What follows belongs to an exercise in optimizing a design on an open flow for small area; a production flow would make more cautious choices.
Only simulation tests tie the RTL to the original design; equivalence was not proved.
No run shown here takes its clock network from TritonCTS; it comes from the design's own scripts or RTL.
The flow treats the clock pin as an ideal source. Dropping or thinning the clock tree relies on that and would not hold on a real chip.
No activity file was given, so power comes from the tool's default toggle rates.

### design/flow/flow/run.sh
#!/bin/bash
# The standard layout (standard.sh) with these changes:
#  - synthesis maps the logic with an area-oriented ABC script (flow/area.abc,
#    which runs &deepsyn for up to 120 s),
#  - the port buffers are the smallest buffer, buf_1,
#  - the clock port drives four clkbuf_8 leaf buffers, one per quadrant of
#    the registers (flow/pre_cts.tcl), instead of TritonCTS's tree.
set -e
W=$PWD
export FLOW_DIR_OWN=$W/flow
export AREA_ABC_SCRIPT=$W/flow/area.abc
export BUFFER_PORTS_ARGS="-buffer_cell sky130_fd_sc_hd__buf_1"
export PRE_CTS_TCL=$W/flow/pre_cts.tcl
bash standard.sh SYNTH_SCRIPT=$W/flow/synth.tcl finish > $W/standard.log 2>&1
### design/flow/flow/area.abc
strash
&get -n
&fraig -x
&put
scorr
dc2
strash
&get -n
&deepsyn -T 120
&put
strash
&get -n
&dch -f
&nf -R 1000
&put
### design/flow/flow/leafbuf.tcl
proc leaf_split {pts axis parts} {
  if {$parts <= 1} { return [list $pts] }
  set idx [expr {$axis == 0 ? 1 : 2}]
  set pts [lsort -integer -index $idx $pts]
  set h [expr {[llength $pts] / 2}]
  set a [lrange $pts 0 [expr {$h - 1}]]
  set b [lrange $pts $h end]
  set p2 [expr {$parts / 2}]
  return [concat [leaf_split $a [expr {1 - $axis}] $p2] [leaf_split $b [expr {1 - $axis}] $p2]]
}
proc leaf_clock_buffers {portnet bufcell k} {
  set block [ord::get_db_block]
  set clknet [$block findNet $portnet]
  set master [[ord::get_db] findMaster $bufcell]
  set pts {}
  foreach it [$clknet getITerms] {
    set b [[$it getInst] getBBox]
    lappend pts [list $it [expr {([$b xMin] + [$b xMax]) / 2}] [expr {([$b yMin] + [$b yMax]) / 2}]]
  }
  set g 0
  foreach grp [leaf_split $pts 1 $k] {
    set inst [odb::dbInst_create $block $master clkleaf_buf_$g]
    set net [odb::dbNet_create $block clkleaf_net_$g]
    $net setSigType CLOCK
    set sx 0; set sy 0
    foreach p $grp {
      set it [lindex $p 0]
      $it disconnect
      $it connect $net
      set sx [expr {$sx + [lindex $p 1]}]; set sy [expr {$sy + [lindex $p 2]}]
    }
    [$inst findITerm A] connect $clknet
    [$inst findITerm X] connect $net
    $inst setLocation [expr {$sx / [llength $grp]}] [expr {$sy / [llength $grp]}]
    $inst setPlacementStatus PLACED
    incr g
  }
}
### design/flow/flow/pre_cts.tcl
# Sourced by ORFS's cts.tcl before its clock tree synthesis: the clock port
# drives four clkbuf_8 leaf buffers, one per quadrant of the registers, and
# TritonCTS is skipped.
source $::env(FLOW_DIR_OWN)/leafbuf.tcl
leaf_clock_buffers clock sky130_fd_sc_hd__clkbuf_8 4
proc clock_tree_synthesis {args} { puts "clock tree built by flow/pre_cts.tcl" }
### design/flow/flow/synth.tcl
# The standard flow's synthesis script (synth_recipe.tcl), with ABC's mapping script
# replaced by an area-oriented one (flow/area.abc).
proc synth {args} { yosys synth -nofsm -noshare {*}$args }
proc abc {args} {
  set i [lsearch $args -script]
  if {$i >= 0} { lset args [expr {$i+1}] $::env(AREA_ABC_SCRIPT) }
  yosys abc {*}$args
}
source $::env(SCRIPTS_DIR)/synth.tcl
# left out here: clear keep_hierarchy, flatten, clean up, hide names made inside functions, write 1_2_yosys.v
### design/flow/standard.sh
#!/bin/bash
# synth_recipe.tcl (not shown) runs the flow's synth.tcl, then flattens the netlist and writes it again
# the make line also repeats each setting of config.mk as NAME=value (left out here)
make -C /OpenROAD-flow-scripts/flow DESIGN_CONFIG=/design/flow/config.mk WORK_HOME=/design/flow/orfs CLKGATE_MAP_FILE= SYNTH_SCRIPT=/design/flow/synth_recipe.tcl "${@:-finish}"
### design/flow/config.mk
export PLATFORM = sky130hd
export DESIGN_NAME = uart_tx
export DESIGN_NICKNAME = uart_tx
export VERILOG_FILES = /design/flow/design.v
export SDC_FILE = /design/flow/constraint.sdc
export NUM_CORES = 4
export LEC_CHECK = 0
export CAP_MARGIN = 20
export CORE_MARGIN = 2
export CORE_UTILIZATION = 80
export SLEW_MARGIN = 20
### design/flow/constraint.sdc
create_clock -name core_clock -period 10.0 [get_ports {clock}]
set_input_delay 2.0000 -clock core_clock [delete_from_list [all_inputs] [get_ports {clock}]]
set_output_delay 2.0000 -clock core_clock [all_outputs]
set_load 0.01 [all_outputs]
### design/flow/design.v
module uart_tx(
    input clock, reset, result, compute,
    input [2:0] imgID,
    input [9:0] accuracy,
    input [8:0] bbx1, bby1, bbx2, bby2,
    output tx, txComplete
);
localparam [3:0] CONV = 4'd5, IDLE = 4'd11, START = 4'd6, D0 = 4'd12, D1 = 4'd9, D2 = 4'd2, D3 = 4'd4,
    D4 = 4'd8, D5 = 4'd1, D6 = 4'd3, D7 = 4'd7, STOP = 4'd15, DONE = 4'd14;
localparam [4:0] R = 5;
localparam [4:0] K_ACC = 10, K_X1 = 29, K_Y1 = 17, K_X2 = 30, K_Y2 = 13, K_GO = 8;
localparam [4:0] C0 = 16, C1 = 1, C2 = 2, C3 = 5, C4 = 10, C5 = 21, C6 = 11,
    C7 = 23, C8 = 14, C9 = 29, C10 = 27, C11 = 22, C12 = 12, C13 = 24,
    C14 = 17, C15 = 3, C16 = 7, C17 = 15, C18 = 31, C19 = 30, C20 = 28,
    C21 = 25, C22 = 19, C23 = 6, C24 = 13, C25 = 26, C26 = 20;
reg txo;
reg [4:0] cc;
reg [3:0] sl;
reg [9:0] bc;       
reg [9:0] n;        
reg [3:0] d;        
reg [8:0] w1, w2, w3, w4;
localparam [9:0] BC_FULL = 10'd128, BC_HALF = 10'd224;
wire term = (bc[9:3] == 7'b1011110) & (bc[1:0] == 2'b01);
wire [9:0] bc_next = {bc[8:0], bc[9] ^ bc[6]};
wire isH = (cc == C5) | (cc == C10) | (cc == C14) | (cc == C18) | (cc == C22);
wire isT = (cc == C6) | (cc == C11) | (cc == C15) | (cc == C19) | (cc == C23);
wire isO = (cc == C8) | (cc == C12) | (cc == C16) | (cc == C20) | (cc == C24);
wire [9:0] cst = isH ? 10'd100 : 10'd10;
wire dig = isH | isT;
wire [10:0] diff = {1'b0, n} - {1'b0, cst};
wire ge = ~diff[10];
reg [7:0] msg;
always @* begin
    case (cc)
        C0, C25: msg = 8'h23;
        C1:      msg = {5'b00110, imgID};
        C3:      msg = {7'b0011000, result};
        C7:      msg = 8'h2e;
        C26:     msg = 8'h0a;
        C2, C4, C9, C13, C17, C21: msg = 8'h2d;
        C8, C12, C16, C20, C24: msg = {4'b0011, n[3:0]};
        default: msg = {4'b0011, d};
    endcase
end
reg bitval;
always @* begin
    case (sl)
        D0: bitval = msg[0];
        D1: bitval = msg[1];
        D2: bitval = msg[2];
        D3: bitval = msg[3];
        D4: bitval = msg[4];
        D5: bitval = msg[5];
        D6: bitval = msg[6];
        D7: bitval = msg[7];
        START: bitval = 1'b0;
        default: bitval = 1'b1;
    endcase
end
reg [8:0] wsel;
always @* begin
    case (cc)
        C8:  wsel = w1;
        C12: wsel = w2;
        C16: wsel = w3;
        default: wsel = w4;
    endcase
end
always @(posedge clock) begin
    if (reset) begin
        txo <= 1'b0; cc <= R; sl <= CONV; bc <= BC_HALF;
    end else if (sl == CONV) begin
        if (compute) begin
            cc <= {cc[3:0], cc[4] ^ cc[1]};
            if (cc == K_ACC) n  <= accuracy;
            if (cc == K_X1)  w1 <= bbx1;
            if (cc == K_Y1)  w2 <= bby1;
            if (cc == K_X2)  w3 <= bbx2;
            if (cc == K_Y2)  w4 <= bby2;
            if (cc == K_GO)  sl <= IDLE;
        end
    end else if (sl != DONE) begin
        if (term) begin
            if (sl == STOP) begin
                sl <= IDLE; cc <= {cc[3:0], cc[4] ^ cc[1]}; bc <= BC_HALF;
            end else begin
                sl <= {sl[2:0], sl[3] ^ sl[0]}; bc <= BC_FULL;
            end
            if (sl == D7 && cc == C26) sl <= DONE;
        end else begin
            bc <= bc_next;
            txo <= bitval;
        end
        if (sl == STOP) begin
            d <= 4'd0;
            if (isO) n <= {1'b0, wsel};
        end else if (sl == IDLE && dig && ge) begin
            n <= diff[9:0];
            d <= (d == 4'd9) ? 4'd0 : d + 4'd1;
        end
    end
end
assign tx = txo;
assign txComplete = (sl == DONE);
endmodule
==> flow_summary.json, run 1 <==
{
  "synth_warnings": 1,
  "setup_viol": 0,
  "post_cts_buffers": 0,
  "rsz0062_at_grt": "false",
  "synth_fp_nets": 349,
  "wl_met3_um": 1490,
  "synth_flop_cell": "edfxtp_1",
  "whs_ps": 522,
  "die_h_um": 67.3,
  "viasPerCell": 7.71,
  "num_vias": 3037,
  "ys_top_cells_by_area": "edfxtp_1 (47%), dfxtp_1 (13%), nor2_1 (4.2%)",
  "ys_types": 44,
  "grt_overflow_total": 0,
  "hp-class": "flip-flop to flip-flop",
  "grt_max_degree": 19,
  "yosysTopAreaCell": "edfxtp_1",
  "met2_wirelength_um": 4800,
  "critPathArrivalTime_ps": 5680,
  "finalClockSkew_ps": 17.3,
  "multi_input_area_sq_um": 1300,
  "clkTransAtPathRegs_ps": 110,
  "cp-endpoint": "n[0]",
  "yosys.cell_count.top_type": "edfxtp_1",
  "clkLatencyLatePin_ps": 170,
  "synth_seq_area_share_pct": 59.4,
  "hold_depth": 2,
  "num_rows": 22,
  "routabilityCongestion": 0.993,
  "drt_iter0_drc": 744,
  "fin_cells": 394,
  "die_w_um": 67.3,
  "synth_common_cells": "edfxtp_1 (50), nor2_1 (36), nand2_1 (34), dfxtp_1 (20), o21ai_0 (16)",
  "syn_inst": 288,
  "outcome": "finished clean",
  "finalCritPeriodShare_pct": 57.4,
  "crit_chain": "nor2b_1 -> or3b_1 -> o21ai_0 -> a311oi_1 -> nand3_1 -> ha_1 -> nor2b_1 -> o21ai_0 -> nand2_1 -> a21o_1 -> a211o_1 -> o311a_1 -> o211ai_1 -> a21oi_1 -> a31o_1 -> and2_0",
  "reg2reg_from": "cc[0]",
  "max-cap-violations": 0,
  "top_layer": "met4",
  "slew_viol_final": 0,
  "fin_crit_ps": 5740,
  "detail-route-antenna-nets": 0,
  "worst_pin_slew_ps": 1140,
  "rr_worst_depth": 16,
  "cp-start-kind": "flip-flop",
  "fillCellCount": 101,
  "wl_met1_um": 3240,
  "synthArstFlopShare_pct": 0,
  "grt_pass1_vias": 3076,
  "nets": 409,
  "drcViolationCount": 0,
  "irDropWorstVdd_mv": 0.175,
  "drt_wl_total_um": 10300,
  "fin_util_pct": 94.8,
  "cts_resized": 0,
  "synth.top_cell.area_share_pct": 46.9,
  "max_freq_mhz": 174,
  "syn_to_final_growth_pct": 10.9,
  "reg2reg_slack_ps": 4260,
  "finalHoldViolCount": 0,
  "startpoint": "cc[0]",
  "cpPeakStageDelay_ps": 780,
  "cp.required_ps": 9940,
  "drive_above_1_share_pct": 1.73,
  "io_buffers": 54,
  "synth_edf_count": 50,
  "dpl.cell_count": 390,
  "finalSetupTns_ps": 0,
  "core_sq_um": 3740,
  "cp_slowest_cell": "a311oi_1",
  "regArea_sq_um": 1900,
  "antenna_found_initial": 0,
  "worstPathMaxFanout": 11,
  "first_pass_iters": 8,
  "worstHoldStart": "txo",
  "avgRoutedWirePerCell_um": 26.2,
  "cp-end-kind": "flip-flop",
  "syn_area_per_cell_sq_um": 11.1,
  "dp_hpwl_um": 6470,
  "synth_area_sq_um": 3200,
  "io_pins": 55,
  "power.density_nw_per_um2": 144,
  "synth-seq-cells": 70,
  "max_slew_margin_pct": 23.4,
  "n_antenna_cell": 0,
  "grt_usage_pct": 49.8,
  "grt_pass1_wl_um": 16000,
  "hold_buffers": 0,
  "p_leak_nw": 1.18,
  "worstSetupPathType": "flip-flop to flip-flop",
  "r2r-end": "n[0]",
  "fp.dieArea_sq_um": 4520,
  "initial_core_util_pct": 85.5
}
[final cells by class]
class                      count  share of cell area [%]
inverter                       8                   0.846
timing repair buffer          54                    5.71
buffer                         4                    1.55
tap                           48                    1.69
sequential                    70                    53.6
multi-input combinational    210                    36.6
[logic make-up (layout without fill, tap and decap cells)]
logic type	Yosys count	in the layout	synth area share [%]
AO/OA/AOI/OAI	76	76	16.3
XOR/XNOR	9	9	2.46
adder cells (fa/ha/maj)	8	8	3.36
buffers and inverters	8	66	0.938
flip-flops	70	70	59.4
multiplexers	3	3	0.977
AND/OR/NAND/NOR	114	114	16.6
[state kept, by name (all words and copies together), names as in the netlist]
register  count
w3            9
txo           1
w2            9
sl            4
cc            5
bc           10
n            10
w4            9
w1            9
d             4
[routing by layer]
layer,up-vias,track usage [%]
li1,1218,-
met4,0,29.6
met3,120,15.0
met5,-,0
met1,1312,58.4
met2,387,81.2
[how the worst min path moves through the flow]
stage | to | slack [ps]
final | txo | 520
after global routing | txo | 520
after CTS | txo | 480
after detailed placement | txo | 450
after global placement | txo | 450
after floorplan | bc[7] | 430
[per-stage QoR]
stage	setup slack (ps)	cell area [sq um]	total power [mW]
2_1_floorplan	5730	3200	0.369
3_3_place_gp	5280	3480	0.388
3_5_place_dp	4900	3480	0.394
4_1_cts	4610	3530	0.479
5_1_grt	4080	3550	0.517
6_report	4260	3550	0.511
[cell usage in the layout, fill, tap and decap left out, types with 2 or more instances in the layout]
master    instances
clkbuf_8          4
ha_1              7
o22ai_1          12
dfxtp_1          20
nor3_1            8
o211ai_1          3
a21o_1            2
a22o_1           10
and2_0            4
mux2i_1           2
clkinv_1          8
buf_1            54
nor4_1            4
o22a_1            2
nand2_1          34
a222oi_1          3
nor2b_1           6
xor2_1            3
nand4_1           4
nand2b_1          4
a31oi_1           2
o221ai_1          3
nor2_1           36
nand3_1           7
o21ai_0          16
edfxtp_1         50
a21oi_1          13
xnor2_1           6
[power by group]
| group | internal, mW | switching, mW | total [mW] |
|---|---|---|---|
| combinational | 0.0260 | 0.0491 | 0.0750 |
| clock | 0.0373 | 0.0709 | 0.108 |
| sequential | 0.315 | 0.0122 | 0.327 |
[worst max-delay path, delay by kind of cell, from the launching register on]
| kind | cells | cell delay (ps) |
|---|---|---|
| flops | 1 | 610 |
| simple gates | 6 | 1780 |
| fa+ha+maj | 1 | 460 |
| compound gates | 9 | 2650 |
==> run 2: changes to the inputs <==
--- a/design/flow/design.v
+++ b/design/flow/design.v
@@ -20,9 +20,9 @@
 reg [9:0] n;        
 reg [3:0] d;        
 reg [8:0] w1, w2, w3, w4;
-localparam [9:0] BC_FULL = 10'd128, BC_HALF = 10'd224;
-wire term = (bc[9:3] == 7'b1011110) & (bc[1:0] == 2'b01);
-wire [9:0] bc_next = {bc[8:0], bc[9] ^ bc[6]};
+localparam [9:0] BC_FULL = 10'd1, BC_HALF = 10'd99;
+wire term = ({bc[9], bc[7], bc[5], bc[4], bc[3], bc[2], bc[1], bc[0]} == 8'b00000000);
+wire [9:0] bc_next = {bc[8:0], bc[9] ^ bc[2]};
 wire isH = (cc == C5) | (cc == C10) | (cc == C14) | (cc == C18) | (cc == C22);
 wire isT = (cc == C6) | (cc == C11) | (cc == C15) | (cc == C19) | (cc == C23);
 wire isO = (cc == C8) | (cc == C12) | (cc == C16) | (cc == C20) | (cc == C24);
==> run 2 against run 1 <==
Net effect:
- core utilization decreased by 0.74 points
- still clean
- routed wire length decreased by 11%
- largest cell class unchanged
- combinational power decreased by 37%
- final cell count decreased by 0.76%
==> flow_summary.json, run 2 <==
{
  "drive_above_1_share_pct": 2.04,
  "power.density_nw_per_um2": 135,
  "critPathArrivalTime_ps": 4860,
  "max_freq_mhz": 203,
  "antenna_found_initial": 0,
  "syn_to_final_growth_pct": 10.7,
  "dp_hpwl_um": 6620,
  "syn_area_per_cell_sq_um": 11.3,
  "synth_fp_nets": 343,
  "clkLatencyLatePin_ps": 170,
  "io_buffers": 54,
  "layout_commonest_cell": "buf_1",
  "num_vias": 2951,
  "hp-class": "flip-flop to flip-flop",
  "fin_cells": 391,
  "synthArstFlopShare_pct": 0,
  "rsz0062_at_grt": "false",
  "drt_iter0_drc": 779,
  "p_leak_nw": 1.20,
  "clkTransAtPathRegs_ps": 120,
  "max-cap-violations": 0,
  "crit_buf_inv": 2,
  "irDropWorstVdd_mv": 0.162,
  "dpl.cell_count": 387,
  "cp-end-kind": "flip-flop",
  "grt_pass1_vias": 2786,
  "viasPerCell": 7.55,
  "final_cell_mix": "buf_1 (54), edfxtp_1 (50), nand2_1 (35), nor2_1 (28), dfxtp_1 (20)",
  "synth_warnings": 1,
  "drcViolationCount": 0,
  "hold_buffers": 0,
  "io_pins": 55,
  "first_pass_iters": 10,
  "cp_slowest_cell": "dfxtp_1",
  "whs_ps": 482,
  "avgRoutedWirePerCell_um": 23.6,
  "ys_top_cells_by_area": "edfxtp_1 (47%), dfxtp_1 (13%), nand2_1 (4.1%)",
  "syn_inst": 282,
  "core_sq_um": 3740,
  "fp.dieArea_sq_um": 4500,
  "worstPathMaxFanout": 12,
  "yosysTopAreaCell": "edfxtp_1",
  "max_slew_margin_pct": 24.2,
  "cts_resized": 0,
  "setup_viol": 0,
  "outcome": "finished clean",
  "crit_path_frequent_cell": "o21ai_0",
  "post_cts_buffers": 0,
  "num_rows": 22,
  "yosys.cell_count.top_type": "edfxtp_1",
  "finalHoldViolCount": 0,
  "nets": 406,
  "worstSetupPathType": "flip-flop to flip-flop",
  "synth_seq_area_share_pct": 59.8,
  "die_h_um": 67.1,
  "path_delay_family": "simple AND/OR/NAND/NOR gates",
  "grt_max_degree": 19,
  "die_w_um": 67.1,
  "finalClockSkew_ps": 23.3,
  "n_antenna_cell": 0,
  "worst_pin_slew_ps": 1130,
  "slew_viol_final": 0,
  "synth_flop_cell": "edfxtp_1",
  "ys_types": 39,
  "routabilityCongestion": 0.964,
  "crit_chain": "nand2_1 -> or2_0 -> and3_1 -> nor3_1 -> and3_1 -> clkinv_1 -> ha_1 -> nor2b_1 -> o21ai_0 -> nand2_1 -> a21o_1 -> a211o_1 -> o31ai_1 -> nor3_1 -> o21ai_0 -> o21ai_0 -> buf_4",
  "cp-start-kind": "flip-flop",
  "synth_area_sq_um": 3180,
  "initial_core_util_pct": 85.0,
  "synth.top_cell.area_share_pct": 47.2,
  "grt_overflow_total": 0,
  "synth-seq-cells": 70,
  "finalSetupTns_ps": 0,
  "fin_crit_ps": 4930,
  "cp.required_ps": 9940,
  "finalCritPeriodShare_pct": 49.3,
  "reg.largest.list": "bc (10), n (10)",
  "synth_common_cells": "edfxtp_1 (50), nand2_1 (35), nor2_1 (28), dfxtp_1 (20), a21oi_1 (19)",
  "grt_usage_pct": 43.4,
  "detail-route-antenna-nets": 0,
  "grt_pass1_wl_um": 14100,
  "synth_edf_count": 50,
  "drt_wl_total_um": 9240,
  "cpPeakStageDelay_ps": 590
}
-- run 2: power breakdown --
part / total, mW / switching, mW / internal (mW)
Clock: 0.108 / 0.0705 / 0.0373
Sequential: 0.319 / 0.00626 / 0.313
Combinational: 0.0473 / 0.0307 / 0.0166
-- run 2: final timing paths --
| path | start | end | cells after the start | slack (ps) |
|---|---|---|---|---|
| min reg2reg | bc[8] | bc[9] | 1 | 480 |
| min | bc[8] | bc[9] | 1 | 480 |
| max | cc[2] | n[2] | 17 | 5070 |
| max reg2reg | cc[2] | n[2] | 17 | 5070 |
-- run 2: metal layers --
metal | vias up | track usage [%] | share of wire (%)
met5 | - | 0 | 0
met4 | 0 | 17.9 | 6.3
met3 | 82 | 5.91 | 13
met2 | 335 | 76.4 | 49
met1 | 1326 | 53.6 | 31
li1 | 1208 | - | -
-- run 2: area by class of cell --
class / instances / area [sq um]
Sequential cell: 70 / 1900
Multi-Input combinational cell: 204 / 1250
Timing Repair Buffer: 57 / 225
Fill cell: 107 / 221
Tap cell: 48 / 60.1
Buffer: 4 / 55.1
Inverter: 8 / 30.0
-- run 2: cell families after synthesis --
kind of cell | synth area share [%]
xor+xnor | 2.20
buf+inv | 0.944
fa+ha+maj | 3.38
simple gates | 15.5
mux | 0.668
compound gates | 17.6
flops | 59.8
-- run 2: through the flow --
step / total power, mW / worst slack (ps) / instance area (sq um) / util, %
floorplan: 0.350 / 5780 / 3180 / -
global placement: 0.364 / 5780 / 3470 / 92.6
detailed placement: 0.369 / 5380 / 3470 / 92.6
CTS: 0.449 / 5310 / 3520 / 94.1
global route: 0.482 / 4950 / 3520 / 94.1
finish: 0.475 / 5070 / 3520 / 94.1

## separate check: timing with driven ports
No port has a modelled driver above. Below, the same layouts with a new extraction and two added sets of constraints. Step 1: set_driving_cell puts a clkbuf_16 on clock and a buf_2 on each other input, an assumption about the parent block. Step 2, shift: input delay + t, output delay - t, t = (earliest + latest rising clock arrival at the registers) / 2. This alone moves slack from input paths to output paths. a / b / c = ideal ports / drivers / drivers and shift; a / b = the first two.
run	shift t [ns]	setup WS [ns]	worst hold slack (ns)
run 1	0.219	4.261 / 4.261 / 4.261	0.522 / 0.522 / 0.522
run 2	0.221	5.074 / 5.074 / 5.074	0.482 / 0.482 / 0.482
After both steps setup and hold are still met in every run listed.
